This design comes from an exercise in tuning for small area on the open sky130 flow, not from production work.
The RTL was checked by simulation tests, not by an equivalence proof against the original design.
Power and IR drop assume default switching activity.

==> flow/design.v (excerpt) <==
module snake_vga(input clk,
                 input rst,
                 input [3:0] buttons,
                 input [7:0] switches,
                 input game_tick,
                 input scan_tick,
                 output hsync,
                 output vsync,
                 output [2:0] red,
                 output [2:0] green,
                 output [1:0] blue,
                 output [7:0] leds,
                 output [3:0] anodes,
                 output [7:0] cathodes);
    wire hsync_out;
    wire vsync_out;
    wire vidon;
    wire [4:0] hc, vc;
    wire [5:0] ho, vo;
    wire [3:0] ScoreThousands;
    wire [3:0] ScoreHundreds;
    wire [3:0] ScoreTens;
    wire [3:0] ScoreOnes;
    wire [2:0] Level;
    wire [2:0] R;
    wire [2:0] G;
    wire [1:0] B;
    assign hsync = ~hsync_out;
    assign vsync = ~vsync_out;
    DifficultySelector diffSel(.ScoreThousands(ScoreThousands), .ScoreHundreds(ScoreHundreds),
  ...
For scale: roughly 1300 cells after synthesis, roughly 93 flip-flops, roughly 46 I/O pins.
==> flow/config.mk <==
export PLATFORM = sky130hd
export DESIGN_NAME = snake_vga
export DESIGN_NICKNAME = snake_vga
export VERILOG_FILES = /design/flow/design.v
export SDC_FILE = /design/flow/constraint.sdc
export NUM_CORES = 4
export LEC_CHECK = 0
export CAP_MARGIN = 0
export CORE_MARGIN = 2
export CORE_UTILIZATION = 60
export CTS_BUF_LIST = sky130_fd_sc_hd__clkbuf_8
export SLEW_MARGIN = 0
==> flow/constraint.sdc <==
create_clock -name core_clock -period 20.0 [get_ports {clk}]
set_input_delay 4.0000 -clock core_clock [delete_from_list [all_inputs] [get_ports {clk}]]
set_output_delay 4.0000 -clock core_clock [all_outputs]
set_load 0.01 [all_outputs]
standard.sh (not shown) runs the stock make flow with config.mk's settings and CLKGATE_MAP_FILE= SYNTH_SCRIPT=/design/flow/synth_recipe.tcl, a recipe that flattens the netlist after the stock synthesis.
==> flow/flow/run.sh <==
#!/bin/bash
# Layout: the standard flow, with an area-oriented synthesis.
# The synthesis is the standard flow's own script (synth_recipe.tcl, hence ORFS's synth.tcl)
# with two changes made by area_synth_pre.tcl: adders are not mapped to
# full/half-adder cells first, and ABC maps with an area script (area.abc:
# a deep AIG resynthesis, then area-oriented mapping).
# The registers come out the same as in the standard synthesis.
# Every port still gets a buffer, with the smallest buffer cell (buf_1).
set -euo pipefail
here=$(pwd)
export OWN_ABC_ARGS="-script $here/flow/area.abc"
cat flow/area_synth_pre.tcl synth_recipe.tcl > own_synth.tcl
BUFFER_PORTS_ARGS="-buffer_cell sky130_fd_sc_hd__buf_1" bash standard.sh SYNTH_SCRIPT="$here/own_synth.tcl" finish > flow_make.log 2>&1
==> flow/flow/area.abc <==
strash
ifraig
scorr
dc2
strash
&get -n
&deepsyn -T 600
&put
dch -f
amap
==> flow/flow/area_synth_pre.tcl <==
# Area-oriented variant of the standard synthesis: the same passes, except
# that adders are left to ABC and ABC maps for area.
set ::env(ADDER_MAP_FILE) ""
proc abc {args} {
  set keep {}
  set skip 0
  foreach a $args {
    if { $skip } { set skip 0; continue }
    if { $a eq "-script" || $a eq "-D" || $a eq "-constr" } { set skip 1; continue }
    lappend keep $a
  }
  yosys abc {*}$keep {*}$::env(OWN_ABC_ARGS)
}
Change:
--- a/flow/flow/run.sh
+++ b/flow/flow/run.sh
@@ -6,5 +6,4 @@
 # a deep AIG resynthesis, then area-oriented mapping).
 # The registers come out the same as in the standard synthesis.
-# Every port still gets a buffer, with the smallest buffer cell (buf_1).
 set -euo pipefail
 here=$(pwd)
==> flow/flow/area.abc (replaced) <==
strash
ifraig
scorr
dc2
strash
&get -n
&deepsyn -T 240
&put
dch -f
amap
The new run went through all stages and came out clean.
Synthesized cell count barely changes.
Sequential share of layout area is higher by 0.22 points.
Via count came out lower by 0.95%.
Total power goes down by 8.3%.
Worst setup slack is worse by 0.20 ns.
Worst hold slack is worse by 0.0043 ns.
Utilization goes down by 0.58 points.
Global-route usage goes down by 0.51 points.
Synthesized area hardly moves.
Wire length decreases by 3.1%.
Critical path depth rose by 5.
Change:
==> flow/flow/area.abc (replaced) <==
strash
ifraig
scorr
dc2
strash
&get -n
&deepsyn -T 60
&put
dch -f
amap
Settings changed: CORE_UTILIZATION 60 to 75.
=> Final area goes up by about 1%; total power goes up by about 4%; synthesized cell count goes up by 2.1%; clock power goes up by about 10%; sequential power hardly moves; area after synthesis goes up by about 1.4%; routed wire length goes up by about 3.2%; via count goes up by 7.4%; final cell count goes down by 1.1%; worst setup slack degrades by 0.62 ns; register-to-register slack degrades by 0.07 ns.

-- what the ideal ports hide --
The flow's constraints put no driver on any port. The routed layouts listed below were extracted and timed again, unchanged, in two steps. Step 1: set_driving_cell puts a clkbuf_16 on clk and a buf_2 on each other input, an assumption about the parent block. Step 2, shift: input delay + t, output delay - t, t = (earliest + latest rising clock arrival at the registers) / 2. This alone moves slack from input paths to output paths. Three values: ideal ports, drivers, drivers and shift; two values: the first two.
| run | t (ns) | setup WS [ns] | worst setup path after step 2 | worst register clock-pin slew, ns |
|---|---|---|---|---|
| the first run | 0.432 | 5.519 / 5.479 / 5.911 | register to output | 0.11 / 0.11 |
| the second run | 0.430 | 5.315 / 5.273 / 5.703 | register to output | 0.11 / 0.11 |
| the third run | 0.424 | 4.691 / 4.653 / 5.077 | register to output | 0.11 / 0.11 |
After both steps every run listed still meets setup and hold.
